Source: an optimization exercise on an open RTL-to-GDS flow (aim: small area, a short achievable clock period and few clock cycles). Production flows keep margins and buffers that such runs may drop.
Only simulation tests tie the RTL to the original design; equivalence was not proved.
No activity file was given, so power comes from the tool's default toggle rates.

## red
Design algo_3_final, start of the top module:
module algo_3_final (
    input  wire        clk,
    input  wire        reset,       
    input  wire        trigger,     
    input  wire        pix_valid,
    input  wire [7:0]  pix_data,
    output wire        pix_ready,
    input  wire [10:0] data_ram_i,
    output wire [10:0] data_ram_o,
    output wire [10:0] addr_ram,
    output wire        we,
    input  wire [13:0] data_ram_energia_i,
    output wire [13:0] data_ram_energia_o,
    output wire [10:0] addr_ram_energia,
    input  wire [5:0]  data_ram_cantidad_i,
    output wire [5:0]  data_ram_cantidad_o,
    output wire [10:0] addr_ram_cantidad,
    output wire        fin_signal
);
  localparam integer PIXELS  = 7081;
  localparam integer RING    = 99;     
  localparam integer DLY     = 92;     
  function [6:0] step7(input [6:0] x);
    step7 = {x[5:0], x[6] ^ x[5]};
  endfunction
  function gt11(input [10:0] a, input [10:0] b);
    reg [15:0] g0, l0;
    reg [7:0]  g1, l1;
  ...
Size in the first run: ~210 flip-flops, about 110 I/O pins, roughly 0.011 mm2 of cells after synthesis.
clock: 5.5 ns
lec_check: 0
abc_area: 1
cap_margin: 20
core_margin: 2
core_utilization: 40
cts_cluster_diameter: 100
cts_cluster_size: 30
setup_slack_margin: 3.0
slew_margin: 20
run.sh (not shown) runs the stock make flow with config.mk's settings and CLKGATE_MAP_FILE= SYNTH_SCRIPT=/design/flow/synth_recipe.tcl, a recipe that flattens the netlist after the stock synthesis.
red went all the way through synthesis, placement and routing and the layout is clean on timing, DRC and antenna.
Testbench counts of red, summed over its fixed seeds: cycles 173,018.
Changes in blue relative to red:
Settings: swapping 3.0 for 3.3 in SETUP_SLACK_MARGIN; swapping 40 for 55 in CORE_UTILIZATION; clearing CTS_CLUSTER_DIAMETER, which used to be 100; clearing CTS_CLUSTER_SIZE, which used to be 30.
Results
- Of the two candidates, red has the better worst slack on hold paths and blue the worse one.
- [compare] base=red new=blue: global-route met3 utilization saw an increase, combinational share of power saw a decrease, critical path depth saw an increase, first-pass GRT wire length saw an increase, sequential fraction of total cell area saw a decrease.
- blue: utilization higher than red
- Taking red as the reference point, the half-perimeter wire length after placement of blue falls by about 1.4%.
- | total power | lower: red |
- Final net count: blue higher than red
- blue ended with more number of buffer and inverter stages on the critical path than red.
Edits applied to the flow inputs when going from blue to green:
Settings: CORE_UTILIZATION changed from 55 to 40.
### Flow results
Diff green..blue | maximum clock insertion buffer count | unchanged
Comparing blue and green, fill cell instance count of the final layout is lower on blue.
Against blue as the reference, green delivers a lower via count of the first global-routing pass.
green reports a higher slew of the pin with the lowest slew margin than blue does.
Maximum single-stage delay on the critical path of blue is on par with green.
Delta (green minus blue): pre-CTS worst setup slack dropped 0.085 ns; global-route wire length before repair dropped 770 um; number of nets in the finished design dropped 1.2%.
Against blue, green comes in 2 lower on detailed-routing iteration count for the pre-antenna-repair pass.
Going from blue to green, fraction of final layout cells sized beyond drive strength 1 lower; power lower.
Modified inputs, orange compared to green
Settings: SETUP_SLACK_MARGIN changed from 3.3 to 3.15.
Results
Per the comparison of orange with green, final-layout non-clock buffer area share did not really move; final critical-path required period went up; data arrival time of the critical path went up; share of the clock period used by the worst path after layout went up; final cell count went down.
Delta (orange minus green): post-layout total power saw an increase, clock latency at the later pin of the worst-skew pair held steady, non-clock buffer count -22, post-detailed-routing wire length dropped 730 um.
Comparing green and orange, met3 routing resource usage after global routing is higher on orange.


== the previous run ==
The RTL this note starts from:
==> flow/design.v <==
module algo_3_final (
    input  wire        clk,
    input  wire        reset,       
    input  wire        trigger,     
    input  wire        pix_valid,
    input  wire [7:0]  pix_data,
    output wire        pix_ready,
    input  wire [10:0] data_ram_i,
    output wire [10:0] data_ram_o,
    output wire [10:0] addr_ram,
    output wire        we,
    input  wire [13:0] data_ram_energia_i,
    output wire [13:0] data_ram_energia_o,
    output wire [10:0] addr_ram_energia,
    input  wire [5:0]  data_ram_cantidad_i,
    output wire [5:0]  data_ram_cantidad_o,
    output wire [10:0] addr_ram_cantidad,
    output wire        fin_signal
);
  localparam integer PIXELS  = 7081;
  localparam integer RING    = 99;     
  localparam integer DLY     = 92;     
  function [6:0] step7(input [6:0] x);
    step7 = {x[5:0], x[6] ^ x[5]};
  endfunction
  function gt11(input [10:0] a, input [10:0] b);
    reg [15:0] g0, l0;
    reg [7:0]  g1, l1;
    reg [3:0]  g2, l2;
    reg [1:0]  g3, l3;
    integer k;
    begin
      g0 = {5'd0, a} & ~{5'd0, b};
      l0 = ~{5'd0, a} & {5'd0, b};
      for (k = 0; k < 8; k = k + 1) begin
        g1[k] = g0[2*k+1] | (~l0[2*k+1] & g0[2*k]);
        l1[k] = l0[2*k+1] | (~g0[2*k+1] & l0[2*k]);
      end
      for (k = 0; k < 4; k = k + 1) begin
        g2[k] = g1[2*k+1] | (~l1[2*k+1] & g1[2*k]);
        l2[k] = l1[2*k+1] | (~g1[2*k+1] & l1[2*k]);
      end
      for (k = 0; k < 2; k = k + 1) begin
        g3[k] = g2[2*k+1] | (~l2[2*k+1] & g2[2*k]);
        l3[k] = l2[2*k+1] | (~g2[2*k+1] & l2[2*k]);
      end
      gt11 = g3[1] | (~l3[1] & g3[0]);
    end
  endfunction
  function [6:0] after7(input integer n);
    integer k;
    begin
      after7 = 7'd1;
      for (k = 0; k < n; k = k + 1) after7 = step7(after7);
    end
  endfunction
  localparam [6:0]  COL95  = after7(94);         
  localparam [6:0]  COL96  = after7(95);
  localparam [6:0]  COL97  = after7(96);
  localparam [6:0]  RINGE  = after7(RING - 1);   
  localparam [6:0]  WPTRE  = after7(DLY - 1);    
  localparam [6:0]  ROWL   = after7(PIXELS / 97 - 1);   
  reg  restart;
  always @(posedge clk) restart <= !reset || trigger;
  reg        fin, rdy, we_r;
  reg [6:0]  row;         
  reg        last1;       
  reg        done;        
  reg [7:0]  vb;          
  reg        vb_valid;
  reg [1:0]  st;          
  reg        fwr;         
  reg        clr;         
  reg [10:0] a_e;
  reg [13:0] d_e;
  reg [5:0]  d_c;
  reg [10:0] label_r;     
  reg [10:0] lab2;        
  reg        lab1z, lab2z;
  reg [10:0] R1;          
  reg        R1z;
  reg [10:0] PP;          
  reg        PPz;
  reg [10:0] M3;          
  reg        M3z;
  reg [10:0] q0, q1, q2;  
  reg        q0z, q1z, q2z;
  reg [3:0]  qn;          
  reg        cap, cap_ok;
  reg [6:0]  wptr;        
  reg        filled;
  reg [6:0]  col;         
  reg        mL;          
  reg        mURn;        
  reg [6:0]  ring;        
  reg        i1;          
  reg [10:0] nxt;         
  reg        wrapped;
  reg [11:0] cf;          
  assign pix_ready           = rdy && !restart;
  assign we                  = we_r;
  assign fin_signal          = fin && !restart;
  assign data_ram_o          = label_r;
  assign addr_ram            = {4'd0, wptr & {7{fwr}}};    
  assign addr_ram_energia    = a_e;
  assign addr_ram_cantidad   = a_e;
  assign data_ram_energia_o  = d_e;
  assign data_ram_cantidad_o = d_c;
  wire accept = pix_valid && rdy;    
  reg  can;               
  wire proc   = vb_valid && can;
  wire        vnz   = |vb;
  wire [10:0] lft   = i1 ? lab2 : label_r;
  wire        gt1   = gt11(label_r, M3);
  wire        gt2   = gt11(lab2, M3);
  wire        gt    = !mL && (i1 ? gt2 : gt1);
  wire        lftz  = mL | (i1 ? lab2z : lab1z);
  wire        allz  = lftz & M3z;
  wire        selmx = vnz & !allz;
  wire        selnx = vnz & allz;
  wire [10:0] lab   = (selmx & gt) ? lft :
                      selmx ? M3 : (selnx ? nxt : 11'd0);
  wire        labz  = !vnz | (allz & (nxt == 11'd0));
  wire        op_new = vnz & allz & !wrapped;
  wire        op_rmw = vnz & !labz & !op_new;
  wire        p_new  = proc & op_new;
  wire        p_rmw  = proc & op_rmw;
  wire        alloc  = proc & vnz & allz;
  wire [10:0] sm  = mURn ? 11'd0 : q0;
  wire        smz = mURn | q0z;
  wire [10:0] m3n = gt11(sm, PP) ? sm : PP;
  wire        m3z = PPz & smz;
  wire [10:0] r1m = mURn ? 11'd0 : R1;
  wire        r1mz = mURn | R1z;
  wire [10:0] ppn = gt11(q0, r1m) ? q0 : r1m;
  wire        ppz = r1mz & q0z;
  wire [10:0] din  = cap_ok ? data_ram_i : 11'd0;
  wire        dinz = (din == 11'd0);
  wire        eqr   = (cf == {1'b0, nxt});
  wire [1:0]  st_n  = p_rmw ? 2'd1 : (st == 2'd1) ? 2'd2 : (st == 2'd2) ? 2'd3 : 2'd0;
  wire        cfinc = clr | (alloc & eqr);
  wire [11:0] cf_p1 = cf + 12'd1;
  wire [11:0] cf_n  = cfinc ? cf_p1 : cf;
  wire        cfd_n = cf[11] | (&cf[10:0] & cfinc);    
  wire        fin_n = fin | (done && can && cfd_n);
  wire        we_n  = !fin_n && (st_n != 2'd1);
  wire        lab_n = p_new | p_rmw;              
  wire        lbr_n = (st == 2'd2);               
  wire        fwr_n = (proc & !op_rmw) | (st == 2'd1);
  wire        vbv_n = accept | (vb_valid & !proc);
  wire        last1_n = last1 | (proc && row == ROWL && col == COL96);
  wire        done_n  = done | (proc && last1);
  wire        open_n  = !(done_n || (last1_n && vbv_n));
  wire        clr_n = we_n & !lab_n & !lbr_n & (st_n != 2'd2) & !cfd_n;
  always @(posedge clk) begin
    if (restart) begin
      fin <= 1'b0; rdy <= 1'b1;
      row <= 7'd1; last1 <= 1'b0; done <= 1'b0;
      vb_valid <= 1'b0;
      st <= 2'd0; fwr <= 1'b0; clr <= 1'b0;
      R1 <= 11'd0; R1z <= 1'b1; PP <= 11'd0; PPz <= 1'b1; M3 <= 11'd0; M3z <= 1'b1;
      q0 <= 11'd0; q1 <= 11'd0; q2 <= 11'd0; q0z <= 1'b1; q1z <= 1'b1; q2z <= 1'b1;
      qn <= 4'b1000; cap <= 1'b0; can <= 1'b1;
      wptr <= 7'd1; filled <= 1'b0;
      col <= 7'd1; mL <= 1'b1; mURn <= 1'b0;
      ring <= 7'd1; i1 <= 1'b1;
      nxt <= 11'd1; wrapped <= 1'b0; cf <= 12'd1;
    end else begin
      vb_valid <= vbv_n;
      last1    <= last1_n;
      done     <= done_n;
      rdy      <= open_n && (!vbv_n || st_n == 2'd0 || st_n == 2'd3);
      fin      <= fin_n;
      st       <= st_n;
      cf       <= cf_n;
      clr      <= clr_n;
      fwr <= fwr_n;
      if (fwr) begin
        if (wptr == WPTRE) begin wptr <= 7'd1; filled <= 1'b1; end
        else wptr <= step7(wptr);
      end
      cap <= fwr;
      can <= (st_n == 2'd0) || (st_n == 2'd3);
      if (cap && !proc) qn <= {qn[2:0], 1'b0};
      if (proc && !cap) qn <= {1'b0, qn[3:1]};
      if (proc) begin
        q0 <= q1; q0z <= q1z;
        q1 <= q2; q1z <= q2z;
      end
      if (cap) begin
        if (proc ? qn[1] : qn[0]) begin q0 <= din; q0z <= dinz; end
        if (proc ? qn[2] : qn[1]) begin q1 <= din; q1z <= dinz; end
        if (proc ? qn[3] : qn[2]) begin q2 <= din; q2z <= dinz; end
      end
      if (proc) begin
        R1 <= q0; R1z <= q0z;
        PP <= ppn; PPz <= ppz;
        M3 <= m3n; M3z <= m3z;
        col  <= (col == COL97) ? 7'd1 : step7(col);
        if (col == COL97) row <= step7(row);
        mL   <= (col == COL97);
        mURn <= (col == COL95);
        ring <= (ring == RINGE) ? 7'd1 : step7(ring);
        i1   <= (ring == RINGE);
        if (alloc) begin
          nxt <= nxt + 11'd1;
          if (nxt == 11'd2047) wrapped <= 1'b1;
        end
      end
    end
  end
  always @(posedge clk) begin
    if (accept) vb <= pix_data;
    we_r   <= we_n;
    cap_ok <= filled;
    a_e    <= lab_n ? lab : (lbr_n ? label_r : cf_n[10:0]);
    if (lab_n) begin
      d_e <= {6'd0, vb};
      d_c <= 6'd1;
    end else if (st == 2'd2) begin
      d_e <= data_ram_energia_i + d_e;
      d_c <= data_ram_cantidad_i + 6'd1;
    end else if (st != 2'd1) begin
      d_e <= 14'd0;
      d_c <= 6'd0;
    end
    if (proc) begin
      label_r <= lab; lab1z <= labz;
      lab2 <= label_r; lab2z <= lab1z;
    end
  end
endmodule
make LEC_CHECK=0 ABC_AREA=1 CAP_MARGIN=20 CORE_MARGIN=2 CORE_UTILIZATION=40 SETUP_SLACK_MARGIN=3.22 SLEW_MARGIN=20 finish   # period 5.5 ns
The previous run | stages: all done | timing, DRC, antenna: all pass
Testbench counts of the previous run, summed over its fixed seeds: cycles 173,018.
The inputs of the current run differ from those of the previous run as listed below.
Settings: a change of SETUP_SLACK_MARGIN from 3.22 to 3.0.
Findings:
Internal power of the cells went up by a few percent going from the previous run to the current run. The storage element area was comparable across the previous run and the current run. The current run — areal power density over the cells about 6% higher, the previous run as reference. The current run against the previous run: number of inserted diodes flat; met3 usage in global routing up 0.65 points; summed area of non-filler cells in the final layout down 2.9%; pre-CTS worst setup slack down 0.013 ns; power drawn by the clock network up about 8%.

## static timing again, ports no longer ideal
How much do the figures lean on ideal ports? The routed layouts below were timed once more, with nothing changed but the port constraints. Step 1: set_driving_cell puts a clkbuf_16 on clk and a buf_2 on each other input, an assumption about the parent block. Step 2 moves the port delays by t, midway between the first and last clock arrival at a register: inputs arrive t later, outputs are due t later. That takes back most of the time a late clock gives input paths. Three values: ideal ports, drivers, drivers and shift; two values: the first two.
run	t (ns)	setup slack, ns	hold slack, ns
red	0.526	2.830 / 2.779 / 2.563	0.414 / 0.414 / 0.414
blue	0.560	3.210 / 3.162 / 2.805	0.377 / 0.377 / 0.377
green	0.565	3.178 / 3.132 / 2.780	0.402 / 0.402 / 0.402
orange	0.562	3.159 / 3.110 / 2.727	0.402 / 0.402 / 0.402
the previous run	0.567	3.150 / 3.102 / 2.788	0.415 / 0.415 / 0.415
the current run	0.586	3.061 / 3.010 / 2.516	0.402 / 0.402 / 0.402
After both steps every run listed still meets setup and hold. For the current run, which loses most, drivers alone change the setup slack by -0.051 ns; drivers and shift together by -0.545 ns.
